This design comes from an exercise in tuning for small area on the open sky130 flow, not from production work. No functional check of the RTL was part of this run. Power is estimated from default activity; no workload was simulated.

<file path="design/flow/config.mk">
export PLATFORM = sky130hd
export DESIGN_NAME = risc_cpu
export DESIGN_NICKNAME = risc_cpu
export VERILOG_FILES = /design/flow/design.v
export SDC_FILE = /design/flow/constraint.sdc
export NUM_CORES = 4
export LEC_CHECK = 0
export CAP_MARGIN = 20
export CORE_MARGIN = 2
export CORE_UTILIZATION = 40
export PLACE_DENSITY = 0.6
export SLEW_MARGIN = 20
</file>
<file path="design/flow/constraint.sdc">
create_clock -name core_clock -period 10.0 [get_ports {clk}]
set_input_delay 2.0000 -clock core_clock [delete_from_list [all_inputs] [get_ports {clk}]]
set_output_delay 2.0000 -clock core_clock [all_outputs]
set_load 0.01 [all_outputs]
</file>
<file path="design/flow/design.v">
`timescale 1ns / 1ps
module ALU(
input [2:0]op,
input [31:0]data1,
input [31:0]data2,
output [31:0] result
);
wire [31:0]add_sub,AND_OR,slt;
wire [31:0]t,s,v;
assign s=data1^{32{op[0]}};
assign v=data2^{32{op[0]}};
assign t=(data2^{32{op[2]}});
assign add_sub=data1+t+op[2];
assign AND_OR=(s&v)^{32{op[0]}};
assign slt=(data1<data2)?1:0;
assign result=(op[1]&(~op[0]))?add_sub:((~op[2])&(~op[1])?AND_OR:(op[2]&op[1]&op[0]?slt:0));
endmodule
`timescale 1ns / 1ps
module ALU_control(
input [1:0]ALU_op,
input [5:0]func,
output [2:0]op
);
assign op[0]=(ALU_op[1]&(~ALU_op[0])&((func[3]&(~func[2])&func[1]&(~func[0]))|(func[2]&(~func[3])&func[0]&(~func[1]))));
assign op[1]=(~ALU_op[1])|((ALU_op[1]&(~ALU_op[0]))&(func[1]|(~func[3]))&((~func[2])&(~func[0])));
assign op[2]=((~ALU_op[1])&ALU_op[0])|((~ALU_op[0])&ALU_op[1]&(~func[2])&func[1]&(~func[0]));
endmodule
`timescale 1ns / 1ps
module control_id(
input [5:0]c_input,
output [1:0]ALU_op,
output reg_dst,
output jump,
output Mem_read,
output Mem_write,
output MemtoReg,
output ALU_src,
output Reg_Write,
output branch
    );
   assign jump=c_input[1]&(~c_input[0]);
   assign branch=c_input[2];
   assign Mem_read=c_input[0]&c_input[1]&(~c_input[3]);
   assign MemtoReg=Mem_read;
   assign Mem_write=c_input[0]&c_input[1]&c_input[3];
   assign ALU_op={((~c_input[5])&(~c_input[2])),c_input[2]};
   assign ALU_src=c_input[0]&c_input[1];
   assign Reg_Write=~((c_input[5]^c_input[1])|c_input[3]|c_input[2]);
   assign reg_dst=~c_input[1];
endmodule
`timescale 1ns / 1ps
module forwarding_unit(
input [4:0]ex_mem_rd,
input [4:0]mem_wb_rd,
input [4:0]id_ex_rt,
input [4:0]id_ex_rs,
input mem_wb_regwrite,
input ex_mem_regwrite,
output  [1:0]fa,
output  [1:0]fb
    );
 wire a,b,c,d;
 assign a=(ex_mem_rd==id_ex_rs)?1:0;
 assign b=(ex_mem_rd==id_ex_rt)?1:0;
 assign c=(mem_wb_rd==id_ex_rs)?1:0;
 assign d=(mem_wb_rd==id_ex_rt)?1:0;
 wire z_a,z_b;
 assign z_a=~(ex_mem_rd==0);
 assign z_b=~(mem_wb_rd==0);
 wire A,B,C,D;
 assign A=ex_mem_regwrite&(z_a)&a;
 assign B=ex_mem_regwrite&(z_a)&b;
 assign C=mem_wb_regwrite&(z_b)&c;
 assign D=mem_wb_regwrite&(z_b)&d;
 assign fa=(C)?2'b01:(A?2'b10:2'b00);
 assign fb=(D)?2'b01:(B?2'b10:2'b00);
endmodule
`timescale 1ns / 1ps
module hazard_detection_unit_id(
input id_ex_Mem_read,
input Mem_write,
input [4:0]id_ex_reg_rd,
input [4:0]id_ex_reg_rt,
input [4:0]if_id_reg_rt,
input [4:0]if_id_reg_rs,
output stall
    );
    wire s1,s2;
    assign s1=(id_ex_Mem_read&((id_ex_reg_rt==if_id_reg_rt)|(id_ex_reg_rt==if_id_reg_rs)));
    assign s2=(Mem_write&&((id_ex_reg_rd==if_id_reg_rt)||(id_ex_reg_rd==if_id_reg_rs)));
    assign stall=(s1|s2)?1:0;
endmodule
`timescale 1ns / 1ps
module register_file(
input clk,
input [4:0]r_reg1,
input [4:0]r_reg2,
input [4:0]w_reg,
input [31:0]w_data,
input Reg_Write,
output  [31:0]r_data1,
output  [31:0]r_data2
    );
    reg [31:0]mem[0:31];
    assign r_data1=(Reg_Write&&(w_reg==r_reg1))?w_data:mem[r_reg1];
    assign r_data2=(Reg_Write&&(w_reg==r_reg2))?w_data:mem[r_reg2];
    always@(posedge clk)
     if(Reg_Write) mem[w_reg]<=w_data;
endmodule
`timescale 1ns / 1ps
module info_fetch(
input stall,
input flush,
input PCsrc,
input clk,
input rst,
input [31:0]pc_b,
output reg[63:0]if_id,
output [31:0]imem_addr,
input [31:0]imem_data
    );
reg [31:0]pc,t_pc;
wire [31:0]ins;
assign imem_addr=t_pc;
assign ins=imem_data;
always@(posedge clk or posedge rst)
begin
  if(rst) begin if_id<=0; pc<=0;  end 
  else if(flush) begin if_id<={pc,32'h00000000}; pc<=t_pc; end
  else if(stall) begin if_id<=if_id; pc<=pc; end
  else begin  if_id<={t_pc,ins}; pc<=t_pc; end 
end 
always@(*)
begin
  if(rst) begin t_pc=0; end
  else if(PCsrc) begin t_pc=pc_b; end
  else begin t_pc=pc+1;  end
end 
endmodule
`timescale 1ns / 1ps
module info_decode(
input [63:0]if_id,
input id_ex_Mem_read,
input [4:0]id_ex_reg_rt,
input [4:0]id_ex_reg_rd,
input mem_wb_reg_write,
input [4:0]w_reg,
input [31:0]w_data,
output stall,
output flush,
output PCsrc,
output reg [129:0]id_ex,
input clk,
input rst,
output [31:0]pc_b
);
wire ALU_src;
wire Reg_Write;
wire branch;
wire reg_dst;
wire jump;
wire Mem_read;
wire Mem_write;
wire MemtoReg;
wire [1:0]ALU_op;
wire [5:0]c_input;
assign c_input=if_id[31:26];
control_id ci(.c_input(c_input),.ALU_op(ALU_op),.ALU_src(ALU_src),.Reg_Write(Reg_Write),
.jump(jump),.branch(branch),.reg_dst(reg_dst),.Mem_read(Mem_read),.Mem_write(Mem_write),.MemtoReg(MemtoReg));
wire [4:0]if_id_reg_rt,if_id_reg_rs;
assign if_id_reg_rt=if_id[20:16];
assign if_id_reg_rs=if_id[25:21];
hazard_detection_unit_id hdu(.id_ex_Mem_read(id_ex_Mem_read),.Mem_write(Mem_write),.id_ex_reg_rd(id_ex_reg_rd),.id_ex_reg_rt(id_ex_reg_rt),
.if_id_reg_rt(if_id_reg_rt),.if_id_reg_rs(if_id_reg_rs),
.stall(stall));
wire  [31:0]r_data1;
wire  [31:0]r_data2;
wire [31:0]sign_extend_offset;
register_file rf(.clk(clk),.r_reg1(if_id_reg_rs),.r_reg2(if_id_reg_rt),.w_reg(w_reg),.w_data(w_data),.Reg_Write(mem_wb_reg_write),
.r_data1(r_data1),.r_data2(r_data2));
assign sign_extend_offset={{16{if_id[15]}},if_id[15:0]};
always@(posedge clk or posedge rst)
begin
if(rst) begin id_ex<=0;  end 
else if(stall) begin id_ex<={{8{1'b0}},r_data1,r_data2,if_id[5:0],sign_extend_offset,if_id[25:21],if_id[20:16],if_id[20:16],if_id[15:11]}; end 
else  begin id_ex<={MemtoReg,Reg_Write,Mem_write,Mem_read,reg_dst,ALU_op,ALU_src,r_data1,r_data2,if_id[5:0],sign_extend_offset,if_id[25:21],if_id[20:16],if_id[20:16],if_id[15:11]}; end 
end 
assign pc_b=(branch)?(if_id[63:32]+(sign_extend_offset<<2)):((jump)?{if_id[63:60],(if_id[25:0]<<2)}:0);
assign flush=((r_data1==r_data2)&branch)?1:0;
assign PCsrc=(((r_data1==r_data2)&branch)|jump)?1:0;
endmodule
`timescale 1ns / 1ps
module execution(
input [129:0]id_ex,
output reg [72:0]ex_mem,
input [4:0]ex_mem_rd,
input [4:0]mem_wb_rd,
input mem_wb_regwrite,
input ex_mem_regwrite,
output id_ex_memread,
input [31:0]ex_mem_data,
input [31:0]mem_wb_data,
output [4:0]id_ex_reg_rt,
output [4:0]id_ex_reg_rd,
input clk,
input rst
);
assign id_ex_reg_rt=id_ex[9:5];
assign id_ex_reg_rd=id_ex[4:0];
wire [2:0]op;
wire [4:0]t_id_ex_rs,t_id_ex_rt;
wire [31:0] result;
wire [31:0]data1,data2p,data2;
wire [1:0]fa; 
wire [1:0]fb;
wire [4:0]dest;
wire [31:0]w_data;
assign t_id_ex_rs=id_ex[19:15];
assign t_id_ex_rt=id_ex[14:10];
ALU_control ac(.ALU_op(id_ex[124:123]),.func(id_ex[57:52]),.op(op));
forwarding_unit fu(.ex_mem_rd(ex_mem_rd),.mem_wb_rd(mem_wb_rd),.id_ex_rs(t_id_ex_rs),
.id_ex_rt(t_id_ex_rt),.mem_wb_regwrite(mem_wb_regwrite),.ex_mem_regwrite(ex_mem_regwrite),
.fa(fa),.fb(fb)
);
assign id_ex_memread=id_ex[126];
assign data1=(fa==2)?ex_mem_data:((fa==1)?mem_wb_data:id_ex[121:90]);
assign data2p=(fb==2)?ex_mem_data:((fb==1)?mem_wb_data:id_ex[89:58]);
assign data2=id_ex[122]?id_ex[51:20]:data2p;
ALU a(.op(op),.data1(data1),.data2(data2),.result(result));
assign dest=id_ex[125]?id_ex[4:0]:id_ex[9:5];
assign w_data=((t_id_ex_rt==mem_wb_rd)&id_ex[127])?mem_wb_data:id_ex[89:58];
always@(posedge clk or posedge rst)
begin
if(rst) ex_mem<=0;
else ex_mem<={id_ex[129:126],result,w_data,dest};
end
endmodule
`timescale 1ns / 1ps
module memory(
input [72:0]ex_mem,
output reg [70:0]mem_wb,
output [4:0]ex_mem_rd,
output [31:0]ex_mem_data,
output ex_mem_regwrite,
output [31:0]dmem_addr,
output [31:0]dmem_wdata,
output dmem_we,
output dmem_re,
input [31:0]dmem_rdata,
input clk,
input rst
    );
assign ex_mem_rd=ex_mem[4:0];
assign ex_mem_data=ex_mem[68:37];
assign ex_mem_regwrite=ex_mem[71];
wire [31:0]t_data1,t_data2,rd_data;
assign t_data1=ex_mem[68:37];
assign t_data2=ex_mem[36:5];
wire write,read;
assign write=ex_mem[70];
assign read=ex_mem[69];
assign dmem_addr=t_data1;
assign dmem_wdata=t_data2;
assign dmem_we=write;
assign dmem_re=read;
assign rd_data=read?dmem_rdata:0;
always@(posedge clk or posedge rst)
begin
if(rst) mem_wb<=0;
else mem_wb<={ex_mem[72:71],rd_data,t_data1,ex_mem_rd};
end   
endmodule
`timescale 1ns / 1ps
module write_back(
input [70:0]mem_wb,
output [4:0]w_reg,
output [31:0]w_data,
output reg_write,
output [31:0]mem_wb_data,
output [4:0]mem_wb_rd
    );
wire [31:0]data1,data2;
assign w_reg=mem_wb[4:0];
assign data1=mem_wb[36:5];
assign data2=mem_wb[68:37];
assign w_data=mem_wb[70]?data2:data1;
assign reg_write=mem_wb[69];
assign mem_wb_data=w_data;  
assign mem_wb_rd=mem_wb[4:0];  
endmodule
`timescale 1ns / 1ps
module risc_cpu(
input clk,
input rst,
output [31:0]imem_addr,
input [31:0]imem_data,
output [31:0]dmem_addr,
output [31:0]dmem_wdata,
output dmem_we,
output dmem_re,
input [31:0]dmem_rdata
);
wire stall,flush,PCsrc;
wire [31:0]pc_b;
wire [63:0]if_id;
wire [129:0]id_ex;
wire [72:0]ex_mem;
wire [70:0]mem_wb;
wire id_ex_memread;
wire [4:0]id_ex_reg_rt,id_ex_reg_rd;
wire [4:0]ex_mem_rd,mem_wb_rd,w_reg;
wire [31:0]ex_mem_data,mem_wb_data,w_data;
wire ex_mem_regwrite,reg_write;
info_fetch f(.stall(stall),.flush(flush),.PCsrc(PCsrc),.clk(clk),.rst(rst),.pc_b(pc_b),
.if_id(if_id),.imem_addr(imem_addr),.imem_data(imem_data));
info_decode d(.if_id(if_id),.id_ex_Mem_read(id_ex_memread),.id_ex_reg_rt(id_ex_reg_rt),
.id_ex_reg_rd(id_ex_reg_rd),.mem_wb_reg_write(reg_write),.w_reg(w_reg),.w_data(w_data),
.stall(stall),.flush(flush),.PCsrc(PCsrc),.id_ex(id_ex),.clk(clk),.rst(rst),.pc_b(pc_b));
execution e(.id_ex(id_ex),.ex_mem(ex_mem),.ex_mem_rd(ex_mem_rd),.mem_wb_rd(mem_wb_rd),
.mem_wb_regwrite(reg_write),.ex_mem_regwrite(ex_mem_regwrite),.id_ex_memread(id_ex_memread),
.ex_mem_data(ex_mem_data),.mem_wb_data(mem_wb_data),.id_ex_reg_rt(id_ex_reg_rt),
.id_ex_reg_rd(id_ex_reg_rd),.clk(clk),.rst(rst));
memory m(.ex_mem(ex_mem),.mem_wb(mem_wb),.ex_mem_rd(ex_mem_rd),.ex_mem_data(ex_mem_data),
.ex_mem_regwrite(ex_mem_regwrite),.dmem_addr(dmem_addr),.dmem_wdata(dmem_wdata),
.dmem_we(dmem_we),.dmem_re(dmem_re),.dmem_rdata(dmem_rdata),.clk(clk),.rst(rst));
write_back w(.mem_wb(mem_wb),.w_reg(w_reg),.w_data(w_data),.reg_write(reg_write),
.mem_wb_data(mem_wb_data),.mem_wb_rd(mem_wb_rd));
endmodule
</file>
<file path="design/flow/run.sh">
#!/bin/bash
# synth_recipe.tcl (not shown) runs the flow's synth.tcl, then flattens the netlist and writes it again
# the make line also repeats each setting of config.mk as NAME=value (left out here)
make -C /OpenROAD-flow-scripts/flow DESIGN_CONFIG=/design/flow/config.mk WORK_HOME=/design/flow/orfs CLKGATE_MAP_FILE= SYNTH_SCRIPT=/design/flow/synth_recipe.tcl finish
</file>
==> summary.txt <==
status=no timing/DRC/antenna violations; Hold WC Path Type=register to register; initial antenna violation count=5; Detail Route Antenna Nets=0; area leader, netlist=edfxtp_1; Die Area=173000 um^2; count leader, synth=edfxtp_1; Final Hold Viols=0; largest net degree at the start of global routing=98; num ports=164; first-pass GRT wire length=316000 um; YS warnings=5; CTS H-tree depth=4; hpwl dp=137000 um; CTS root buf=clkbuf_16; All-Layer GR Usage=25.7%; fin. max-slew vios=0; WHS Path Cells=0; Commonest cells post-synth=edfxtp_1, mux4_2, dfrtp_1; first-pass iteration count of the detailed router=7; Final Skew=0.0554 ns; f_max=109 MHz; Hold EP=e.ex_mem[71]; relative slew slack=24.5%; synthesis-stage register bit count=1359; min-delay src=d.id_ex[128]; post-layout util=45.6%; setup TNS=0 ns; GR Util met1=33.9%; final WL=223000 um; Remaining DRCs=0; CTS max path bufs=3; Max Cap Violations=0; remaining global-route overflow=0; Post-synth EDFFs=1024; Distinct cells, synth=82; final-stage net count=4711; fillers=14700; Mapped Area=67900 um^2; Mapped Nets=4627; # setup viols final=0; pwr dens=212 nW/um^2; R2R Path End=e.ex_mem[68]; dominant synthesized flop cell=edfxtp_1; clk slew on worst S/H paths=0.06 ns; Final Cycle Share=91.9%; CP arrival=7.19 ns; Placeable Area=169000 um^2; postcts setup bufs=0; area share of the largest cell type after synthesis=45.3%; worst reg2reg path depth=22; CTS tree=done; Worst-Skew Late Latency=0.83 ns; gp weighted congestion=0.932; top cells by area, synth=edfxtp_1, mux4_2, dfrtp_1; Async SR Flop Fraction=24.7%; CTS Buf Count=144; fraction of layout cells with a size suffix above 1=22.0%; Initial DRC Count=5137; Tmin final=9.19 ns; die span in y=416 um; per-cell routed wire length=32.4 um; GR Util met3=4.04%; actual slew at the worst max-slew pin=1.13 ns; via count=42900; worst r2r src=m.mem_wb[2]; Critical Path Source Type=register; starting density of the core=40.2%; CTS resizes=0; CTS Sinks=1359; Max Fanout on Critical Path=49; syn avg cell area=15.2 um^2; Max IR drop VDD=0.230 mV; Gate Count Post-Synth=4468; row cnt=151; layer with the highest usage=met2; Die X=416 um; port buffer count=162; RSZ-0062 raised after global routing=no; Critical Path End Type=output port; R2R Setup Slk=2.55 ns; Leak=0.0269 uW; grt met2 use=42.0%; vias in the first global route=42600; Worst Path Required=8.00 ns; Vias/cell=6.22; Area growth, synth to finish=13.5%; WS Path Type=register to output port; cts hold-fix bufs=0; sequential area share after synthesis=57.6%
## layer usage
layer | up-vias | share of wire (%) | wire length [um]
met4 | 2 | 4.9 | 11000
met2 | 2123 | 48 | 108000
met3 | 422 | 8.2 | 18300
li1 | 17700 | - | -
met5 | - | 0.0058 | 13
met1 | 22600 | 38 | 86000
## per-stage QoR
stage | std cells | power [uW] | hold slack, ns | worst slack, ns | instance area, um^2
after floorplan | 4468 | 9490 | 0.331 | 1.29 | 67900
after global placement | 6620 | 10900 | 0.337 | 1.77 | 72100
after detailed placement | 6621 | 10900 | 0.347 | 1.71 | 72200
after CTS | 6884 | 16400 | 0.356 | 0.789 | 77000
after global routing | 6888 | 16900 | 0.365 | 0.498 | 77000
final | 6888 | 16300 | 0.358 | 0.806 | 77000
## cells in the final DEF (no fill, tap or decap), types with 64 or more instances in the layout
| master | Yosys | final |
|---|---|---|
| a21oi_1 | 193 | 193 |
| buf_4 | 98 | 125 |
| clkbuf_16 | 0 | 144 |
| clkdlybuf4s50_1 | 0 | 162 |
| dfrtp_1 | 335 | 327 |
| edfxtp_1 | 1024 | 1024 |
| ha_1 | 91 | 91 |
| inv_1 | 117 | 114 |
| mux2i_1 | 284 | 284 |
| mux4_2 | 528 | 528 |
| nand2_1 | 286 | 284 |
| nor2_1 | 196 | 160 |
| nor3_1 | 81 | 80 |
| o21ai_0 | 74 | 72 |
| xnor2_1 | 129 | 129 |
| xor2_1 | 64 | 64 |
## area by class of cell
cell class / instances / area [um^2] / area share [%]
well taps: 2218 / 2780 / 3.60
repair buffers: 310 / 3040 / 3.94
inverters: 120 / 472 / 0.612
multi-input cells: 2617 / 26800 / 34.8
clock buffers: 175 / 3810 / 4.95
diodes: 1 / 2.50 / 0.00325
flip-flops and latches: 1359 / 39200 / 50.8
clock inverters: 88 / 1000 / 1.30
## flip-flops by register name, summed over array words and instances (netlist names)
signal,count
e.ex_mem,72
d.id_ex,97
f.pc,32
m.mem_wb,71
d.rf.mem,1024
f.if_id,63
## logic make-up after synthesis
| logic type | synth area share (%) |
|---|---|
| DFF | 57.6 |
| muxes | 22.2 |
| and+or+nand+nor | 5.12 |
| AOI/OAI and AO/OA | 6.90 |
| buffers and inverters | 3.48 |
| xor gates and xnor gates | 2.49 |
| adders and majority gates | 2.16 |
## worst max path at each step
stage                                to         from
final                     imem_addr[23]  f.if_id[16]
after global routing      imem_addr[23]  f.if_id[16]
after CTS                 imem_addr[23]  f.if_id[16]
after detailed placement  imem_addr[23]  f.if_id[16]
after global placement    imem_addr[23]  f.if_id[16]
after floorplan           imem_addr[31]          rst
## where the power goes
part	total [uW]	internal, uW	switching (uW)	leakage [uW]
combinational	3550	1290	2260	0.0112
sequential	7310	6950	361	0.0134
clock	5480	3070	2400	0.00233
total	16300	11300	5020	0.0269
## critical path, stage by stage (launching register included)
cell             delay, ns
dfrtp_4               0.94
buf_12                0.37
buf_4                 0.40
mux4_2                0.55
mux2i_1               0.22
a22oi_1               0.15
a31oi_1               0.29
xor2_1                0.14
nor4_1                0.64
buf_4                 0.26
o2111a_1              0.47
nand3_4               0.12
and2_4                0.39
nand2b_1              0.28
o21ai_1               0.28
and2_1                0.17
clkdlybuf4s50_1       0.54

[re-timing with driven ports]
The results above use ideal ports. As a check the final layout listed here was re-extracted and re-timed, cells and wires unchanged.
Step 1 sets driving cells, clkbuf_16 on the clock port and buf_2 on the other inputs (assumed; they add their load-dependent delay and slew).
Step 2, shift: input delay + t, output delay - t, t = (earliest + latest rising clock arrival at the registers) / 2. This alone moves slack from input paths to output paths.
a / b / c = ideal / step 1 / step 2; a / b = the first two.
t (ns): 0.890
setup slack, ns: 0.806 / 0.723 / 1.613
worst hold slack (ns): 0.358 / 0.358 / 0.358
worst data-port slew with drivers (ns): 0.06
After both steps setup and hold are still met in this run. For this run, drivers alone change the setup slack by -0.083 ns; drivers and shift together by +0.807 ns.
